Background: an optimization exercise with open tools, aiming at a short achievable clock period. Do not read the settings as production practice.
The RTL was checked by simulation tests, not by an equivalence proof against the original design.
The clock port is modelled as an ideal driver, which makes a skipped or thinned clock tree look cheaper than it is; a real chip needs a root buffer or a tree.
Power figures rest on the tool's default switching activity, not on a simulated workload.

north:
## EF_PSRAM_CTRL_ahbl
module EF_PSRAM_CTRL_ahbl (
    input   wire            HCLK,
    input   wire            HRESETn,
    input   wire            HSEL,
    input   wire [31:0]     HADDR,
    input   wire [31:0]     HWDATA,
    input   wire [1:0]      HTRANS,
    input   wire [2:0]      HSIZE,
    input   wire            HWRITE,
    input   wire            HREADY,
    output  reg             HREADYOUT,
    output  wire [31:0]     HRDATA,
    output  wire            sck,
    output  wire            ce_n,
    input   wire [3:0]      din,
    output  wire [3:0]      dout,
    output  wire [3:0]      douten
);
    reg         busy;            
    reg         ce_n_r;
    reg         sck_r;
    reg [4:0]   cnt;             
    reg [4:0]   last;            
    reg         wr;              
    reg [3:0]   dout_r;
    reg         douten_r;
    reg [83:0]  sr;              
    reg [31:0]  rdata;
    wire        ahb_addr_phase  = HTRANS[1] & HSEL & HREADY;
    wire        shift           = busy & sck_r;
    wire        done            = (cnt == last);
    always @(posedge HCLK or negedge HRESETn)
        if(!HRESETn) begin
            busy        <= 1'b0;
            HREADYOUT   <= 1'b1;
            ce_n_r      <= 1'b1;
        end else begin
            busy        <= busy ? ~done : ahb_addr_phase;
            HREADYOUT   <= busy ? done  : ~ahb_addr_phase;
            ce_n_r      <= ~busy;
        end
    always @(posedge HCLK) begin
        sck_r   <= ~ce_n_r & ~sck_r;
  ...
export LEC_CHECK = 0
export CAP_MARGIN = 20
export CORE_MARGIN = 2
export CORE_UTILIZATION = 40
export SETUP_SLACK_MARGIN = 1.8
export SLEW_MARGIN = 20
create_clock -name core_clock -period 3.5 [get_ports {HCLK}]
run.sh (not shown) runs the stock make flow with config.mk's settings and CLKGATE_MAP_FILE= SYNTH_SCRIPT=/design/flow/synth_recipe.tcl, a recipe that flattens the netlist after the stock synthesis.
## Diff of input files: south against north
-- flow/config.mk --
<<< north, line 10
export CORE_UTILIZATION = 40
export SETUP_SLACK_MARGIN = 1.8
export SLEW_MARGIN = 20
>>> south, line 10
export CORE_UTILIZATION = 40
export SETUP_SLACK_MARGIN = 2.2
export SLEW_MARGIN = 20
Results
As far as residual antenna-violating net count after detailed routing goes, north and south are indistinguishable; the numbers are identical.
Against north, register area in south rose slightly.
Re power share of the clock group: south is 4.4 points down on north.
Summary of south over north: global-route usage went up by 3.6 points; worst hold margin went down by 5.3 ps.

========
EF_PSRAM_CTRL_ahbl, a different RTL version from the one above (not shown whole).
For scale: about 130 flip-flops, about 4600 um2 of cells after synthesis.
clock: 3.5 ns
lec_check: 0
cap_margin: 20
core_margin: 2
core_utilization: 50
place_density: 0.7
setup_slack_margin: 2.2
slew_margin: 20
standard.sh (not shown) runs the stock make flow with config.mk's settings and CLKGATE_MAP_FILE= SYNTH_SCRIPT=/design/flow/synth_recipe.tcl, a recipe that flattens the netlist after the stock synthesis.
==> flow/flow/run.sh <==
#!/bin/bash
# Standard ORFS flow, except that after CTS the clock tree is rebuilt as a
# single level: the clock port drives NCLK clkbuf_16 cells, each of which
# drives one balanced cluster of flip-flops (see post_cts.tcl).
set -euo pipefail
here=$(pwd)
export POST_CTS_TCL=$here/flow/post_cts.tcl
export FLOW_NCLK=${FLOW_NCLK:-4}
bash standard.sh finish > $here/standard_make.log 2>&1
==> flow/flow/post_cts.tcl <==
# Rebuild the clock tree made by CTS as one level of clkbuf_16 cells, each
# driving an equal share of the flip-flops, grouped by location.
set block [ord::get_db_block]
set db [ord::get_db]
set nclk $::env(FLOW_NCLK)
set buf_master [$db findMaster sky130_fd_sc_hd__clkbuf_16]
set clk_port_net [$block findNet HCLK]

# Pull each output's driving chain (port buffer, an inverter if any, and the
# flip-flop) next to its pin, so the register-to-pin wires are short.
proc driver_inst {net} {
  if {$net eq "NULL"} { return "" }
  foreach it [$net getITerms] {
    if {[$it isOutputSignal]} { return [$it getInst] }
  }
  return ""
}
proc sink_count {net} {
  set n 0
  foreach it [$net getITerms] { if {[$it isInputSignal]} { incr n } }
  return [expr {$n + [llength [$net getBTerms]]}]
}
set core [$block getCoreArea]
set site_h 2720
foreach bt [$block getBTerms] {
  if {[$bt getIoType] ne "OUTPUT"} { continue }
  set pb [$bt getBBox]
  set px [expr {([$pb xMin] + [$pb xMax]) / 2}]
  set py [expr {([$pb yMin] + [$pb yMax]) / 2}]
  set tx [expr {min(max($px, [$core xMin] + 2000), [$core xMax] - 6000)}]
  set ty [expr {min(max($py, [$core yMin] + 2000), [$core yMax] - 4000)}]
  set inst [driver_inst [$bt getNet]]
  set chain {}
  while {$inst ne ""} {
    set m [$inst getMaster]
    lappend chain $inst
    if {[$m isSequential]} { break }
    # follow the single data input of a buffer or inverter
    set ins {}
    foreach it [$inst getITerms] { if {[$it isInputSignal]} { lappend ins $it } }
    if {[llength $ins] != 1} { set chain {}; break }
    set innet [[lindex $ins 0] getNet]
    if {$innet eq "NULL" || [sink_count $innet] > 4} { break }
    set inst [driver_inst $innet]
  }
  foreach inst $chain {
    if {[$inst getPlacementStatus] eq "FIRM" || [$inst isFixed]} { continue }
    $inst setLocation $tx $ty
  }
  puts "output [$bt getName]: moved [llength $chain] cells to $tx $ty"
}
detailed_placement

# flip-flop clock pins reached through the CTS tree
set sinks {}
foreach inst [$block getInsts] {
  set m [$inst getMaster]
  if {[$m isSequential]} {
    foreach it [$inst getITerms] {
      if {[[$it getMTerm] getName] eq "CLK"} { lappend sinks $it }
    }
  }
}
# remove the CTS buffers, load cells and their nets
foreach inst [$block getInsts] {
  set n [$inst getName]
  if {[string match clkbuf_*HCLK* $n] || [string match clkload* $n]} {
    odb::dbInst_destroy $inst
  }
}
foreach net [$block getNets] {
  if {[string match clknet_* [$net getName]]} { odb::dbNet_destroy $net }
}

# split sinks into nclk groups of equal size: first by x, then by y
proc xy {it} {
  set inst [$it getInst]
  set b [$inst getBBox]
  return [list [expr {([$b xMin] + [$b xMax]) / 2}] [expr {([$b yMin] + [$b yMax]) / 2}]]
}
proc split_groups {items n axis} {
  if {$n <= 1} { return [list $items] }
  set keyed {}
  foreach it $items { lappend keyed [list [lindex [xy $it] $axis] $it] }
  set keyed [lsort -integer -index 0 $keyed]
  set n1 [expr {$n / 2}]
  set k [expr {round(double([llength $keyed]) * $n1 / $n)}]
  set a {}; set b {}
  set i 0
  foreach p $keyed {
    if {$i < $k} { lappend a [lindex $p 1] } else { lappend b [lindex $p 1] }
    incr i
  }
  set nx [expr {1 - $axis}]
  return [concat [split_groups $a $n1 $nx] [split_groups $b [expr {$n - $n1}] $nx]]
}
set groups [split_groups $sinks $nclk 0]

# refine: balanced k-means (Manhattan), each group at most ceil(n / nclk) sinks
proc median {l} {
  set l [lsort -integer $l]
  return [lindex $l [expr {[llength $l] / 2}]]
}
proc centers {groups} {
  set cs {}
  foreach grp $groups {
    set xs {}; set ys {}
    foreach it $grp { lassign [xy $it] x y; lappend xs $x; lappend ys $y }
    lappend cs [list [median $xs] [median $ys]]
  }
  return $cs
}
proc wirelen {groups} {
  set tot 0
  foreach grp $groups c [centers $groups] {
    lassign $c cx cy
    foreach it $grp { lassign [xy $it] x y; incr tot [expr {abs($x - $cx) + abs($y - $cy)}] }
  }
  return $tot
}
set cap [expr {int(ceil(double([llength $sinks]) / $nclk))}]
puts "clock clustering: initial spread [wirelen $groups]"
for {set iter 0} {$iter < 20} {incr iter} {
  set cs [centers $groups]
  set pairs {}
  foreach it $sinks {
    lassign [xy $it] x y
    set k 0
    foreach c $cs {
      lassign $c cx cy
      lappend pairs [list [expr {abs($x - $cx) + abs($y - $cy)}] $k $it]
      incr k
    }
  }
  set pairs [lsort -integer -index 0 $pairs]
  array unset taken
  set new {}
  for {set k 0} {$k < [llength $cs]} {incr k} { lappend new {}; set cnt($k) 0 }
  foreach p $pairs {
    lassign $p d k it
    if {[info exists taken($it)] || $cnt($k) >= $cap} { continue }
    set taken($it) 1
    incr cnt($k)
    lset new $k [concat [lindex $new $k] [list $it]]
  }
  if {[wirelen $new] >= [wirelen $groups]} { break }
  set groups $new
}
puts "clock clustering: final spread [wirelen $groups] after $iter rounds"

set g 0
foreach grp $groups {
  set xs {}; set ys {}
  foreach it $grp { lassign [xy $it] x y; lappend xs $x; lappend ys $y }
  set cx [median $xs]
  set cy [median $ys]
  set net [odb::dbNet_create $block clknet_lvl1_$g]
  $net setSigType CLOCK
  set inst [odb::dbInst_create $block $buf_master clkbuf_lvl1_$g]
  $inst setLocation $cx $cy
  $inst setPlacementStatus PLACED
  [$inst findITerm A] connect $clk_port_net
  [$inst findITerm X] connect $net
  foreach it $grp { $it disconnect; $it connect $net }
  puts "clock group $g: [llength $grp] sinks, buffer at $cx $cy"
  incr g
}
$clk_port_net setSigType CLOCK

# port buffers: plain buffers, not delay cells
proc port_buffer_swap {} {
  set block [ord::get_db_block]
  set db [ord::get_db]
  foreach bt [$block getBTerms] {
    set name [$bt getName]
    if {$name eq "HCLK"} { continue }
    set net [$bt getNet]
    if {$net eq "NULL"} { continue }
    set io [$bt getIoType]
    foreach it [$net getITerms] {
      set inst [$it getInst]
      set m [[$inst getMaster] getName]
      if {![regexp {__(buf|clkbuf|dlygate|clkdlybuf|dlymetal|dlybuf)} $m]} { continue }
      if {$io eq "INPUT" && [$it isInputSignal]} {
        set want sky130_fd_sc_hd__buf_4
      } elseif {$io eq "OUTPUT" && [$it isOutputSignal]} {
        set want sky130_fd_sc_hd__buf_6
      } else { continue }
      if {$m ne $want} {
        puts "port $name: [$inst getName] $m -> $want"
        replace_cell [$inst getName] $want
      }
    }
  }
}
port_buffer_swap
detailed_placement
estimate_parasitics -placement
repair_timing_helper
detailed_placement
check_placement -verbose
estimate_parasitics -placement
report_clock_skew
report_worst_slack -max
The starting point produced a clean layout.
Then changed:
==> flow/flow/run.sh (replaced) <==
#!/bin/bash
# Standard ORFS flow, except that after CTS the clock tree is rebuilt as a
# single level: the clock port drives NCLK buf_16 cells, each of which
# drives one balanced cluster of flip-flops (see post_cts.tcl).
set -euo pipefail
here=$(pwd)
export POST_CTS_TCL=$here/flow/post_cts.tcl
export FLOW_NCLK=${FLOW_NCLK:-4}
export FLOW_CLKBUF=${FLOW_CLKBUF:-sky130_fd_sc_hd__buf_16}
bash standard.sh finish > $here/standard_make.log 2>&1
--- a/flow/flow/post_cts.tcl
+++ b/flow/flow/post_cts.tcl
@@ -1,8 +1,8 @@
-# Rebuild the clock tree made by CTS as one level of clkbuf_16 cells, each
+# Rebuild the clock tree made by CTS as one level of FLOW_CLKBUF cells, each
 # driving an equal share of the flip-flops, grouped by location.
 set block [ord::get_db_block]
 set db [ord::get_db]
 set nclk $::env(FLOW_NCLK)
-set buf_master [$db findMaster sky130_fd_sc_hd__clkbuf_16]
+set buf_master [$db findMaster $::env(FLOW_CLKBUF)]
 set clk_port_net [$block findNet HCLK]
 
- CORE_UTILIZATION: 50 -> 45
- PLACE_DENSITY: 0.7 -> unset
Result: The changed run finished clean. Die area rises by 11%. Final cell count climbs by 3.2%. Setup slack gains 0.046 ns. First-iteration DRC count goes up by 40%. Routed wire length went up by 1.4%. Power increases by 0.37%. Worst hold slack is better by 0.033 ns.
Then changed:
==> flow/flow/run.sh (replaced) <==
#!/bin/bash
# Standard ORFS flow, except that after CTS the clock tree is rebuilt as a
# single level: the clock port drives NCLK clkbuf_16 cells, each of which
# drives one balanced cluster of flip-flops (see post_cts.tcl).
set -euo pipefail
here=$(pwd)
export POST_CTS_TCL=$here/flow/post_cts.tcl
export FLOW_NCLK=${FLOW_NCLK:-4}
bash standard.sh finish > $here/standard_make.log 2>&1
--- a/flow/flow/post_cts.tcl
+++ b/flow/flow/post_cts.tcl
@@ -1,54 +1,9 @@
-# Rebuild the clock tree made by CTS as one level of FLOW_CLKBUF cells, each
+# Rebuild the clock tree made by CTS as one level of clkbuf_16 cells, each
 # driving an equal share of the flip-flops, grouped by location.
 set block [ord::get_db_block]
 set db [ord::get_db]
 set nclk $::env(FLOW_NCLK)
-set buf_master [$db findMaster $::env(FLOW_CLKBUF)]
+set buf_master [$db findMaster sky130_fd_sc_hd__clkbuf_16]
 set clk_port_net [$block findNet HCLK]
-
-# Pull each output's driving chain (port buffer, an inverter if any, and the
-# flip-flop) next to its pin, so the register-to-pin wires are short.
-proc driver_inst {net} {
-  if {$net eq "NULL"} { return "" }
-  foreach it [$net getITerms] {
-    if {[$it isOutputSignal]} { return [$it getInst] }
-  }
-  return ""
-}
-proc sink_count {net} {
-  set n 0
-  foreach it [$net getITerms] { if {[$it isInputSignal]} { incr n } }
-  return [expr {$n + [llength [$net getBTerms]]}]
-}
-set core [$block getCoreArea]
-set site_h 2720
-foreach bt [$block getBTerms] {
-  if {[$bt getIoType] ne "OUTPUT"} { continue }
-  set pb [$bt getBBox]
-  set px [expr {([$pb xMin] + [$pb xMax]) / 2}]
-  set py [expr {([$pb yMin] + [$pb yMax]) / 2}]
-  set tx [expr {min(max($px, [$core xMin] + 2000), [$core xMax] - 6000)}]
-  set ty [expr {min(max($py, [$core yMin] + 2000), [$core yMax] - 4000)}]
-  set inst [driver_inst [$bt getNet]]
-  set chain {}
-  while {$inst ne ""} {
-    set m [$inst getMaster]
-    lappend chain $inst
-    if {[$m isSequential]} { break }
-    # follow the single data input of a buffer or inverter
-    set ins {}
-    foreach it [$inst getITerms] { if {[$it isInputSignal]} { lappend ins $it } }
-    if {[llength $ins] != 1} { set chain {}; break }
-    set innet [[lindex $ins 0] getNet]
-    if {$innet eq "NULL" || [sink_count $innet] > 4} { break }
-    set inst [driver_inst $innet]
-  }
-  foreach inst $chain {
-    if {[$inst getPlacementStatus] eq "FIRM" || [$inst isFixed]} { continue }
-    $inst setLocation $tx $ty
-  }
-  puts "output [$bt getName]: moved [llength $chain] cells to $tx $ty"
-}
-detailed_placement
 
 # flip-flop clock pins reached through the CTS tree
Outcome: Cell count barely changes; utilization went down by 0.27 points; power went down by 1.5%.
In every run of this note, the design's own scripts or RTL, not TritonCTS, make the clock network.

==> port drivers added, routing unchanged <==
The results above use ideal ports. As a check the final layouts listed here were re-extracted and re-timed, cells and wires unchanged. Step 1 assumes that a clkbuf_16 drives the clock port and a buf_2 every other input. Step 2 also shifts input and output timing later by t, the mid clock arrival at the registers, as if the neighbouring blocks saw the same clock. Slacks: ideal / step 1 / step 2; pairs: ideal / step 1.
run | shift t [ns] | slack for setup (ns) | worst hold slack (ns)
north | 0.445 | 1.729 / 1.693 / 1.567 | 0.440 / 0.440 / 0.440
south | 0.449 | 1.657 / 1.619 / 1.748 | 0.434 / 0.434 / 0.434
the first run of note 2 | 0.252 | 2.055 / 1.987 / 2.055 | 0.298 / 0.243 / 0.354
the second run of note 2 | 0.245 | 2.101 / 2.001 / 2.034 | 0.331 / 0.256 / 0.352
the third run of note 2 | 0.252 | 2.088 / 2.007 / 2.041 | 0.301 / 0.243 / 0.353
After both steps every run listed still meets setup and hold. The setup slack of north, which loses most, moves by -0.036 ns with the drivers and by -0.162 ns with both steps.
